Background: an optimization exercise with open tools, aiming at small area. Do not read the settings as production practice.
Function was checked by simulation only, so behaviour that the tests miss may differ from the original.
No activity file was given, so power comes from the tool's default toggle rates.

### flow/run.sh
#!/bin/bash
# synth_recipe.tcl (not shown) runs the flow's synth.tcl, then flattens the netlist and writes it again
# the make line also repeats each setting of config.mk as NAME=value (left out here)
make -C /OpenROAD-flow-scripts/flow DESIGN_CONFIG=/design/flow/config.mk WORK_HOME=/design/flow/orfs CLKGATE_MAP_FILE= SYNTH_SCRIPT=/design/flow/synth_recipe.tcl finish
### flow/config.mk
export PLATFORM = sky130hd
export DESIGN_NAME = riscv_top
export DESIGN_NICKNAME = riscv_top
export VERILOG_FILES = /design/flow/design.v
export SDC_FILE = /design/flow/constraint.sdc
export NUM_CORES = 4
export LEC_CHECK = 0
export CAP_MARGIN = 20
export CORE_MARGIN = 2
export CORE_UTILIZATION = 40
export PLACE_DENSITY = 0.6
export SLEW_MARGIN = 20
### flow/constraint.sdc
create_clock -name core_clock -period 13.0 [get_ports {clk}]
set_input_delay 2.6000 -clock core_clock [delete_from_list [all_inputs] [get_ports {clk}]]
set_output_delay 2.6000 -clock core_clock [all_outputs]
set_load 0.01 [all_outputs]
### flow/design.v
`timescale 1ns / 1ps
module ID(
    input [31:0] instr,
    output reg [6:0] op,
    output reg [2:0] fun,
    output reg [4:0] rs2,
    output reg [4:0] rs1,
    output reg [4:0] rd,
    output reg [31:0] outIns  
    );
always @(*)
begin
    op <= {instr[6:0]};
    fun <= {instr[14:12]};
    rs2 <= {instr[24:20]};
    rs1 <= {instr[19:15]};
    rd <= {instr[11:7]};
    outIns <= instr;
end
endmodule
`timescale 1ns / 1ps
module controller(
    input [6:0] op,   
    input [2:0] fun,   
    output reg[1:0] ALUBsrc,
    output reg[3:0] ALUctr,
    output reg MemtoReg,
    output reg RegWr,
    output reg MemWr,
    output reg[2:0] ExtOp,
    output reg Branch,   
    output reg Jump      
    );
    reg Rtype;
    reg Itype;
    reg lui;
    reg load;
    reg store;
    reg beq;
    reg jal;
always @ (*)
begin
    Rtype = ~op[6] && op[5] && op[4] && ~op[3] && ~op[2] && op[1] && op[0];
    Itype = ~op[6] && ~op[5] && op[4] && ~op[3] && ~op[2] && op[1] && op[0];
    lui = ~op[6] && op[5] && op[4] && ~op[3] && op[2] && op[1] && op[0];
    load = ~op[6] && ~op[5] && ~op[4] && ~op[3] && ~op[2] && op[1] && op[0];
    store = ~op[6] && op[5] && ~op[4] && ~op[3] && ~op[2] && op[1] && op[0];   
    beq = op[6] && op[5] && ~op[4] && ~op[3] && ~op[2] && op[1] && op[0] && (fun == 3'b000);
    jal = op[6] && op[5] && ~op[4] && op[3] && op[2] && op[1] && op[0];
end
always @ (*)
begin
    RegWr <= Rtype || Itype || lui || load;
    MemWr <= store;
    MemtoReg <= load;
    ALUctr <= {{lui || beq}, {((Rtype || Itype) && fun[2]) || lui}, {((Rtype || Itype) && fun[1]) || lui}, {((Rtype || Itype) && fun[0]) || lui}};
    ALUBsrc <= {{Itype || lui || load || store}, {1'b0}};
    ExtOp <= {{jal}, {store || beq}, {lui || beq}};
    Branch <= beq;
    Jump <= jal;
end
endmodule
`timescale 1ns / 1ps
module extender(
    input [31:0] instr,
    input [2:0] ExtOp,
    output reg[31:0] imm
    );
always @ (*)
begin
    case (ExtOp)
    3'd0: imm = {{20{instr[31]}}, instr[31:20]};   
    3'd1: imm = {instr[31:12], 12'b0};   
    3'd2: imm = {{20{instr[31]}}, instr[31:25], instr[11:7]};   
    3'd3: imm = {{20{instr[31]}}, instr[7], instr[30:25], instr[11:8], 1'b0};   
    3'd4: imm = {{12{instr[31]}}, instr[19:12], instr[20], instr[30:21], 1'b0};   
    default: imm = 32'b0;
    endcase
end
endmodule
`timescale 1ns / 1ps
module register_set_32(
    input rst_n,   
    input clk,   
    input [4:0] waddr,   
    input [31:0] wdata,   
    input we,   
    input [4:0] raddr1,   
    output reg[31:0] rdata1,   
    input [4:0] raddr2,   
    output reg[31:0] rdata2   
    );
reg[31:0] mem_r[1:31];   
always @ (posedge clk)
begin
    if(rst_n)   
       begin
            if((waddr != 5'b0) && (we))   
                mem_r[waddr] <= wdata;    
       end
end
always @(*)      
begin   
    if(~rst_n)   
        rdata1 = 32'b0;
    else
        if(raddr1 == 5'b0)   
            rdata1 = 32'b0;
        else
            rdata1 = mem_r[raddr1];
end
always @(*)
begin
    if(~rst_n)   
        rdata2 = 32'b0;
    else
        if(raddr2 == 5'b0)   
            rdata2 = 32'b0;
        else
            rdata2 = mem_r[raddr2];
end
endmodule
`timescale 1ns / 1ps
module MUX(
    input [1:0] select,   
    input [31:0] in0,
    input [31:0] in1,
    input [31:0] in2,
    input [31:0] in3,
    output reg[31:0] out
    );
always @(*) begin
    if(select == 2'b00)
        out <= in0;
    else
        if(select == 2'b01)
            out <= in1;
        else
            if(select == 2'b10)
                out <= in2;
            else
                out <= in3;
end
endmodule
`timescale 1ns / 1ps
module ALU(
    input [31:0] in_A,
    input [31:0] in_B,
    input [3:0] ALUctr,
    output reg ZERO,   
    output reg[31:0]Result
    );
reg [32:0] temp_add;
reg [32:0] temp_sub;
reg AltB;    
reg overflow;
reg AltuB;   
always @ (*)
begin
    temp_sub = in_A + ((~in_B)+1'b1);
    temp_add = in_A + in_B;
    overflow = (temp_sub[32]^((in_A[31]^in_B[31]) != temp_sub[31]));   
    AltB = (overflow^temp_sub[31]);  
    AltuB = (in_A < in_B);  
    if(ALUctr == 4'b0000)   
        Result = temp_add[31:0];
    else 
        if(ALUctr == 4'b0010)   
            Result = {31'b0, {AltB}};
        else
            if(ALUctr == 4'b0011)   
                Result = {31'b0, {AltuB}};
            else
                if(ALUctr == 4'b0110)   
                    Result = in_A | in_B;
                else
                    if(ALUctr == 4'b1000)   
                        Result = temp_sub[31:0];
                    else
                        if(ALUctr == 4'b1111)   
                            Result = in_B;
                        else
                            Result = 32'h00000000;   
    if(Result == 32'h00000000)
        ZERO = 1;
    else
        ZERO = 0;
end
endmodule
`timescale 1ns / 1ps
module MUX2in(
    input select,
    input [31:0] in0,
    input [31:0] in1,
    output [31:0] out
    );
assign out = select ? in1 : in0;
endmodule
`timescale 1ns / 1ps
module next_addr(
    input [31:0] addr,
    input [31:0] imm,
    input Branch,
    input Jump,
    input ZERO,
    output [31:0] next_addr
    );
assign next_addr = (Jump || (Branch && ZERO)) ? (addr + imm) : (addr + 32'd4);
endmodule
`timescale 1ns / 1ps
module pc(
    input clk,
    input rst_n,
    input [31:0] next_addr,
    output reg [31:0] addr
    );
always @(posedge clk or negedge rst_n)
begin
    if(rst_n == 1'b0)
        addr <= 32'b0;
    else
        addr <= next_addr;
end
endmodule
`timescale 1ns / 1ps
module riscv_top(
    input clk,
    input rst_n,
    output [31:0] imem_addr,
    input  [31:0] imem_data,
    output [31:0] dmem_addr,
    output [31:0] dmem_wdata,
    output        dmem_we,
    input  [31:0] dmem_rdata,
    output        wb_en,
    output [4:0]  wb_rd,
    output [31:0] wb_data
    );
wire [6:0] op;
wire [2:0] fun;
wire [4:0] rs1, rs2, rd;
wire [31:0] instr;
wire [1:0] ALUBsrc;
wire [3:0] ALUctr;
wire MemtoReg, RegWr, MemWr, Branch, Jump;
wire [2:0] ExtOp;
wire [31:0] imm;
wire [31:0] rdata1, rdata2;
wire [31:0] alu_b, alu_result;
wire ZERO;
wire [31:0] wdata;
wire [31:0] pc_addr, pc_next;
ID ID_0(
    .instr(imem_data), .op(op), .fun(fun), .rs2(rs2), .rs1(rs1), .rd(rd), .outIns(instr));
controller controller_0(
    .op(op), .fun(fun), .ALUBsrc(ALUBsrc), .ALUctr(ALUctr), .MemtoReg(MemtoReg),
    .RegWr(RegWr), .MemWr(MemWr), .ExtOp(ExtOp), .Branch(Branch), .Jump(Jump));
extender extender_0(.instr(instr), .ExtOp(ExtOp), .imm(imm));
register_set_32 register_set_32_0(
    .rst_n(rst_n), .clk(clk), .waddr(rd), .wdata(wdata), .we(RegWr),
    .raddr1(rs1), .rdata1(rdata1), .raddr2(rs2), .rdata2(rdata2));
MUX MUX_0(.select(ALUBsrc), .in0(rdata2), .in1(32'b0), .in2(imm), .in3(32'b0), .out(alu_b));
ALU ALU_0(.in_A(rdata1), .in_B(alu_b), .ALUctr(ALUctr), .ZERO(ZERO), .Result(alu_result));
MUX2in MUX2in_0(.select(MemtoReg), .in0(alu_result), .in1(dmem_rdata), .out(wdata));
next_addr next_addr_0(
    .addr(pc_addr), .imm(imm), .Branch(Branch), .Jump(Jump), .ZERO(ZERO), .next_addr(pc_next));
pc pc_0(.clk(clk), .rst_n(rst_n), .next_addr(pc_next), .addr(pc_addr));
assign imem_addr  = pc_addr;
assign dmem_addr  = alu_result;
assign dmem_wdata = rdata2;
assign dmem_we    = MemWr & rst_n;
assign wb_en      = RegWr & rst_n & (rd != 5'b0);
assign wb_rd      = rd;
assign wb_data    = wdata;
endmodule
==> results.txt <==
## synth_stat cells (7+ instances only)
cell type,count
nor2b_1,34
mux2i_1,153
o21ai_0,151
nor2_1,204
o21bai_1,16
a221oi_1,65
buf_2,30
nand3_1,38
buf_1,68
o31ai_1,8
a311oi_1,14
a22oi_1,10
xor2_1,29
o21a_1,18
and3_1,15
nand4_1,17
xnor2_1,44
o22ai_1,22
clkbuf_1,168
dfrtp_1,32
a221o_1,27
ha_1,127
a21oi_1,211
o211ai_1,20
inv_1,135
edfxtp_1,992
a41oi_1,7
o221ai_1,35
nand2_1,170
or3_1,8
a211oi_1,21
and4_1,9
nand2b_1,26
a21o_1,29
mux2_2,129
a21boi_0,7
and2_1,38
a31oi_1,16
a21oi_2,11
nor3_1,59
nand3b_1,8
mux4_2,430
nor4_1,9
## routing by layer
metal  vias to the layer above  share of wire [%]
met3                       399                 12
li1                      15700                  -
met2                      2533                 45
met5                         -              0.028
met4                         8                4.1
met1                     20200                 40
## area by class of cell
cell class                      count  area, um^2  share of cell area [%]
Sequential cell                  1024       30600                    47.5
Multi-Input combinational cell   2347       23800                    36.9
Timing Repair Buffer              393        3660                    5.69
Clock buffer                      123        2760                    4.28
Tap cell                         1794        2240                    3.48
Clock inverter                     76         895                    1.39
Inverter                          136         510                   0.792
Antenna cell                        5        12.5                  0.0194
## logic make-up after synthesis
kind of cell,count (synthesis)
DFF,1024
AOI/OAI and AO/OA,763
muxes,713
and+or+nand+nor,668
buffers and inverters,412
adders and majority gates,130
xor gates and xnor gates,73
## state kept, by name, summed over array words and instances, names as in the netlist
| register | flops |
|---|---|
| register_set_32_0.mem_r | 992 |
| pc_0.addr | 32 |
## cell usage in the layout (no fill, tap or decap), types with 18 or more instances in the layout
master           count
nand2b_1            26
o211ai_1            20
o22ai_1             22
a21o_1              29
nand2_1            168
nand3_1             38
inv_1              135
nor2_1             172
buf_4              180
o21ai_0            150
a211oi_1            21
mux2i_1            153
a21oi_1            205
clkinv_1            26
nor2_4              31
o221ai_1            35
mux4_2             430
dfrtp_1             32
and2_1              38
clkdlybuf4s50_1    189
nor3_1              57
a221oi_1            65
ha_1               127
xnor2_1             44
nor2b_1             32
clkinv_2            22
o21a_1              18
clkbuf_16          108
edfxtp_1           992
xor2_1              29
mux2_2             129
a221o_1             27
## worst max-delay path, stage by stage
cell and delay [ns]:
buf_8 0.46, buf_12 0.37, mux4_2 0.27, mux2i_1 0.08
a21oi_1 0.46, nor3_1 0.15, a211oi_1 0.83, nand2_1 0.10
a21boi_0 0.17, buf_4 0.21, ha_1 0.33, buf_4 0.20
a21oi_1 0.20, o21a_1 0.15, o21ai_0 0.25, o31ai_2 0.63
o21ai_1 0.32, o41ai_1 0.45, mux2i_1 0.13, o21ai_0 0.36
buf_4 0.21, mux2_2 0.33, clkdlybuf4s50_1 0.61
## path summary, 6_finish.rpt
check                                                 from            end  slack, ns
max in group asynchronous                            rst_n  pc_0.addr[30]      10.48
min                                          pc_0.addr[31]  pc_0.addr[31]       0.49
min reg2reg                                  pc_0.addr[31]  pc_0.addr[31]       0.49
max reg2reg                register_set_32_0.mem_r[29][12]   pc_0.addr[1]       5.48
max                                          imem_data[21]    wb_data[29]       0.39
min in group asynchronous                            rst_n   pc_0.addr[4]       2.20
## power by group
group | leakage, nW | switching, W | internal [W]
combinational | 10.7 | 0.00122 | 0.000745
sequential | 9.33 | 0.0000634 | 0.00386
clock | 1.79 | 0.00134 | 0.00186
total | 21.8 | 0.00262 | 0.00647
## metrics by stage
stage	cells	utilization, %	power (W)	area (um^2)
2_1_floorplan	3783	-	0.00506	55600
3_3_place_gp	5694	44.1	0.00591	60800
3_5_place_dp	5694	44.1	0.00592	60800
4_1_cts	5893	46.8	0.00910	64400
5_1_grt	5893	46.8	0.00939	64400
6_report	5898	46.8	0.00909	64400
==> out/results.ini <==
[timing]
skew_ns=0.0556
fin_crit_ns=12.61
setup_tns_ns=0
worst_slew_pin_slew_ns=1.17
clock.fmax_ghz=0.0793
rsz0062_at_grt=no
fin_ws_ns=0.393
slew_violations=0
fin_crit_sh_pct=97.0
hold_viol=0
whs_ns=0.486
slew_headroom_pct=21.5
setup_viol=0

[clock_network]
cts_tree=done
ctsHoldBuffers=0
clk_pin_slew_ns=0.06
cts_num_sinks=1024
clockBufferDepth=3
cts_made_buffers=107
cts-root-buf=clkbuf_16
cts_resized=0
cts_setup_buffers=0
cts.htree.levels=3
clk_latency_ns=0.77

[placed_design]
post-place-ws_ns=0.661
portBuffers=200
hpwl_um=128000
routabilityCongestion=0.981

[detailed_routing]
drt_pre_antenna_iters=8
drc=0
wl_um=203000
antenna_left=0
via_per_inst=6.60
drt_iter0_markers=5358
route.vias.total=38900
wl_per_cell_um=34.4

[yosys]
ys_seq_elements=1024
synth_edf_count=992
synth.largest_area_cell=edfxtp_1
yosys_warnings=7
synth_area_mm2=0.0556
synth_top_family_by_area=multiplexers
synth_adder_area_share_pct=2.97
yosysTopAreaCellShare_pct=53.6
yosys.area_share.simple_pct=5.79
yosysUniqueCellTypes=93
synth_nets=3979
yosysSeqAreaShare_pct=55.0
ys.flop_type=edfxtp_1
ys_top_cells_by_area=edfxtp_1, mux4_2, ha_1
synth-compound-area-share_pct=9.35
syn_inst=3783
synth-xor-area-share_pct=1.15
async_flop_share_pct=3.13
syn_area_per_cell_um2=14.7
synth.mux.area_fraction_pct=22.8

[final_layout]
num-nets-final=4205
syn_to_final_growth_pct=15.9
drive_gt1_share_pct=24.9
nFillCells=11800

[run_status]
status=timing/DRC/antenna clean

[critical_path]
critPathRequiredTime_ns=10.40
reg2regPathDepth=23
cp_max_fo=53
crit_path_end_kind=output port
critical_path_class=in2out
crit_arrival_ns=10.01
cp-start-kind=input pin

[min_path]
hold_path.class=reg2reg
hold_depth=1

[grt]
grt_max_degree=105
grt_use_met1_pct=39.3
grt_pass1_vias=37300
grt_use_met3_pct=6.71
grt_pass1_wl_um=282000
antenna_found_initial=11
grt_util_met2_pct=42.7
grtUsageTotal_pct=28.2
grt_remaining_overflow=0
busiest_layer=met2

[pwr]
vdd_drop_max_v=0.000110
p_per_area_mw_per_mm2=141
p_leak_nw=21.8

[floorplan]
num_rows=136
start_util_pct=40.4
design.die.area_mm2=0.142
die_h_um=377
io_pins=201
core_area_mm2=0.138
die_x_um=377

[run]
max-cap-violations=0

afterwards: timing with drivers on the ports:
Ports are ideal in the flow. The routed layout listed here was re-timed in OpenROAD. Step 1 assumes that a clkbuf_16 drives the clock port and a buf_2 every other input. Step 2 moves the port delays by t, midway between the first and last clock arrival at a register: inputs arrive t later, outputs are due t later. That takes back most of the time a late clock gives input paths. Slacks: no drivers / after step 1 / after step 2; pairs: no drivers / after step 1.
shift t [ns]: 0.829
setup WS [ns]: 0.393 / 0.342 / 0.342
worst register clock-pin slew, ns: 0.07 / 0.07
After both steps this run still meets setup and hold. The setup slack of this run moves by -0.051 ns with the drivers and by -0.051 ns with both steps.
